Context: an optimization exercise on an open-source flow, tuned for small area. The choices shown serve that exercise and are no tape-out recipe.
In this exercise RTL edits were held to simulation tests only and were not proved equivalent to the original.
Power is estimated from default activity; no workload was simulated.

==> flow/design.v (excerpt) <==
module top_nexys_a7 (
    input clock,
    input reset,
    input confirma,
    input logic[15:0] SW,
    output logic[15:0] LED,
    output logic [7:0] AN,
    output logic [7:0] DIGIT
);
For scale: about 470 cells after synthesis, ~90 flip-flops, roughly 51 I/O pins, ~4800 µm² of cells after synthesis.
==> module edge_detector_s, before the edit <==
module edge_detector_s
(
  input clock, reset, din,
  output rising_confirma
);
  localparam [16:0] S1300 = 17'b11101100010001000;   
  reg        m;
  reg        s0;
  reg [16:1] sh;
  reg        rdy;
  wire [16:0] s = {sh, s0};
  wire zero15 = (s[15:0] == 16'd0);
  wire fb     = s[16] ^ s[13] ^ zero15;
  wire last   = s[16] && zero15;                     
  wire rearm  = !din && rdy;
  always @(posedge clock or posedge reset)
    if (reset) begin
      m  <= 1'b0;
      s0 <= 1'b0;
    end else begin
      m  <= m ? !rearm : s0;
      s0 <= m ? (!rearm && fb) : (!s0 && din);
    end
  always @(posedge clock) begin
    sh  <= m ? s[15:0] : 16'd0;
    rdy <= m && ((s == S1300) || (rdy && !last));
  end
  assign rising_confirma = !m && s0;
endmodule
==> module BullsAndCows, before the edit <==
module BullsAndCows (
    input clock,
    input reset,
    input confirma_rising,
    input [15:0] SW,
    input [2:0] nxt,             
    output [15:0] led,
    output reg [2:0] code        
);
localparam [3:0] S1  = 4'd0,   
                 S2  = 4'd1,   
                 G   = 4'd2,   
                 WIN = 4'd3,
                 CK1 = 4'd4,   
                 CK2 = 4'd5,
                 CKG = 4'd6,
                 R0  = 4'd8,   
                 R1  = 4'd9,
                 R2  = 4'd10,
                 R3  = 4'd11,
                 R4  = 4'd12;
assign led = 16'b0;
reg [3:0]  st;
reg        p;         
reg [15:0] sec1, sec2, g;
reg crd;       
always @(posedge clock) crd <= confirma_rising;
wire cr = crd;
wire is_diff = (g[3:0]  != g[7:4])  && (g[3:0]  != g[11:8]) && (g[3:0] != g[15:12]) &&
               (g[7:4]  != g[11:8]) && (g[7:4]  != g[15:12]) &&
               (g[11:8] != g[15:12]);
wire [15:0] sec = p ? sec1 : sec2;
wire [3:0] eq = {g[7:4] == sec[15:12], g[7:4] == sec[11:8],
                 g[7:4] == sec[7:4],   g[7:4] == sec[3:0]};
wire bull = eq[~st[1:0]];
wire cow  = !bull && (eq != 4'd0);
wire inR    = st[3];
wire load   = ((st == S1) || (st == S2) || (st == G)) && !cr;
wire allbull = g[0] && g[4] && g[8] && g[12];
always @(posedge clock or posedge reset)
    if (reset) st <= S1;
    else case (st)
        S1:  if (cr) st <= CK1;
        S2:  if (cr) st <= CK2;
        G:   if (cr) st <= CKG;
        CK1: st <= is_diff ? S2 : S1;
        CK2: st <= is_diff ? G  : S2;
        CKG: st <= is_diff ? R0 : G;
        R0:  st <= R1;
        R1:  st <= R2;
        R2:  st <= R3;
        R3:  st <= R4;
        R4:  if (cr) st <= allbull ? WIN : G;
        WIN: if (cr) st <= S1;
        default: st <= S1;
    endcase
always @(posedge clock) begin
    if (st == CK2) p <= 1'b0;
    else if (st == R4 && cr) p <= !p;
    if (st == S1 && !cr) sec1 <= SW;
    if (st == S2 && !cr) sec2 <= SW;
    if (load) g <= SW;
    else begin
        g <= {g[11:0], g[15:12]};
        if (inR && !st[2]) g[9:8] <= {cow, bull};
    end
end
wire [3:0] done = {st[2] | st[1], st[2] | st[1] | st[0], st[2], st[2] | (st[1] & st[0])} & {4{inR}};
wire [3:0] cnt_bits = (nxt == 3'd7) ? {g[12], g[8], g[4], g[0]} : {g[13], g[9], g[5], g[1]};
wire [3:0] cb = cnt_bits & {done[3], done[2], done[1], done[0]};
wire [2:0] count = cb[0] + cb[1] + cb[2] + cb[3];
wire cpos = (nxt == 3'd7) || (nxt == 3'd2);
always @* begin
    if (inR)                 code = cpos ? count : 3'd4;
    else if (st[2])          code = 3'd5;
    else case (st[1:0])
        2'd3:    code = 3'd6;                                         
        2'd2:    code = (nxt == 3'd7) ? 3'd7 : cpos ? 3'd6 : {2'b01, p};  
        default: code = cpos ? 3'd7 : {2'b00, st[0]};                 
    endcase
end
endmodule
==> flow/config.mk <==
export PLATFORM = sky130hd
export DESIGN_NAME = top_nexys_a7
export DESIGN_NICKNAME = top_nexys_a7
export VERILOG_FILES = /design/flow/design.v
export SDC_FILE = /design/flow/constraint.sdc
export NUM_CORES = 4
export LEC_CHECK = 0
export CAP_MARGIN = 20
export CORE_MARGIN = 2
export CORE_UTILIZATION = 40
export CTS_BUF_LIST = sky130_fd_sc_hd__clkbuf_8
export SLEW_MARGIN = 20
==> flow/constraint.sdc <==
create_clock -name core_clock -period 10.0 [get_ports {clock}]
set_input_delay 2.0000 -clock core_clock [delete_from_list [all_inputs] [get_ports {clock}]]
set_output_delay 2.0000 -clock core_clock [all_outputs]
set_load 0.01 [all_outputs]
standard.sh (not shown) runs the stock make flow with config.mk's settings and CLKGATE_MAP_FILE= SYNTH_SCRIPT=/design/flow/synth_recipe.tcl, a recipe that flattens the netlist after the stock synthesis.
==> flow/flow/run.sh <==
#!/bin/bash
# The standard layout (standard.sh), with three changes: ports are buffered
# with the smallest buffer, clock tree synthesis inserts no dummy loads, and
# the single constant driver of LED is not split into one tie cell per port.
set -euo pipefail
export BUFFER_PORTS_ARGS="-buffer_cell sky130_fd_sc_hd__buf_1"
export CTS_ARGS="-sink_clustering_enable -repair_clock_nets -buf_list sky130_fd_sc_hd__clkbuf_8 -dont_use_dummy_load"
export SKIP_REPAIR_TIE_FANOUT=1
bash standard.sh > standard.log 2>&1
Rerun with:
--- a/flow/design.v
+++ b/flow/design.v
@@ -6,12 +6,13 @@
   localparam [16:0] S1300 = 17'b11101100010001000;   
   reg        m;
   reg        s0;
-  reg [16:1] sh;
+  reg [16:1] sh;      
   reg        rdy;
-  wire [16:0] s = {sh, s0};
-  wire zero15 = (s[15:0] == 16'd0);
-  wire fb     = s[16] ^ s[13] ^ zero15;
-  wire last   = s[16] && zero15;                     
+  localparam [16:1] INV = 16'b0101010101010101;
+  wire [16:0] s = {sh ^ INV, s0};
+  wire zero16 = (s[15:0] == 16'd0);
+  wire fb     = s[16] ^ s[13] ^ zero16;
+  wire last   = s[16] && zero16;                     
   wire rearm  = !din && rdy;
   always @(posedge clock or posedge reset)
     if (reset) begin
@@ -22,7 +23,7 @@
       s0 <= m ? (!rearm && fb) : (!s0 && din);
     end
   always @(posedge clock) begin
-    sh  <= m ? s[15:0] : 16'd0;
+    sh  <= (m ? s[15:0] : 16'd0) ^ INV;
     rdy <= m && ((s == S1300) || (rdy && !last));
   end
   assign rising_confirma = !m && s0;
@@ -118,9 +119,10 @@
 reg crd;       
 always @(posedge clock) crd <= confirma_rising;
 wire cr = crd;
-wire is_diff = (g[3:0]  != g[7:4])  && (g[3:0]  != g[11:8]) && (g[3:0] != g[15:12]) &&
-               (g[7:4]  != g[11:8]) && (g[7:4]  != g[15:12]) &&
-               (g[11:8] != g[15:12]);
+wire half_diff = (g[3:0] != g[7:4]) && (g[11:8] != g[15:12]) && (g[3:0] != g[11:8]);
+reg  diff1;
+always @(posedge clock) diff1 <= half_diff;
+wire is_diff = diff1 && half_diff;
 wire [15:0] sec = p ? sec1 : sec2;
 wire [3:0] eq = {g[7:4] == sec[15:12], g[7:4] == sec[11:8],
                  g[7:4] == sec[7:4],   g[7:4] == sec[3:0]};
The changed run went through all stages and came out clean.
Setup slack got worse by 0.15 ns.
Cell area drops by 3.2%.
Power drops by 9.7%.
Cell count drops by 4.4%.
Register-to-register slack improved by 0.02 ns.

## separate check: timing with driven ports
The flow's constraints put no driver on any port. The routed layouts listed below were extracted and timed again, unchanged, in two steps. Step 1 sets driving cells, clkbuf_16 on the clock port and buf_2 on the other inputs (assumed; they add their load-dependent delay and slew). Step 2 times the ports against the registers' clock, not the clock port: input delays grow and output delays shrink by t, the midpoint of the rising clock arrivals with the driver on. a / b / c = no drivers / after step 1 / after step 2; a / b = the first two.
run | t, ns | setup slack, ns | slew at the worst register clock pin (ns) | worst slew at a driven data input, ns
the first run | 0.375 | 4.894 / 4.862 / 5.237 | 0.10 / 0.10 | 0.03
the second run | 0.386 | 4.748 / 4.719 / 5.105 | 0.08 / 0.08 | 0.04
After both steps setup and hold are still met in every run listed.
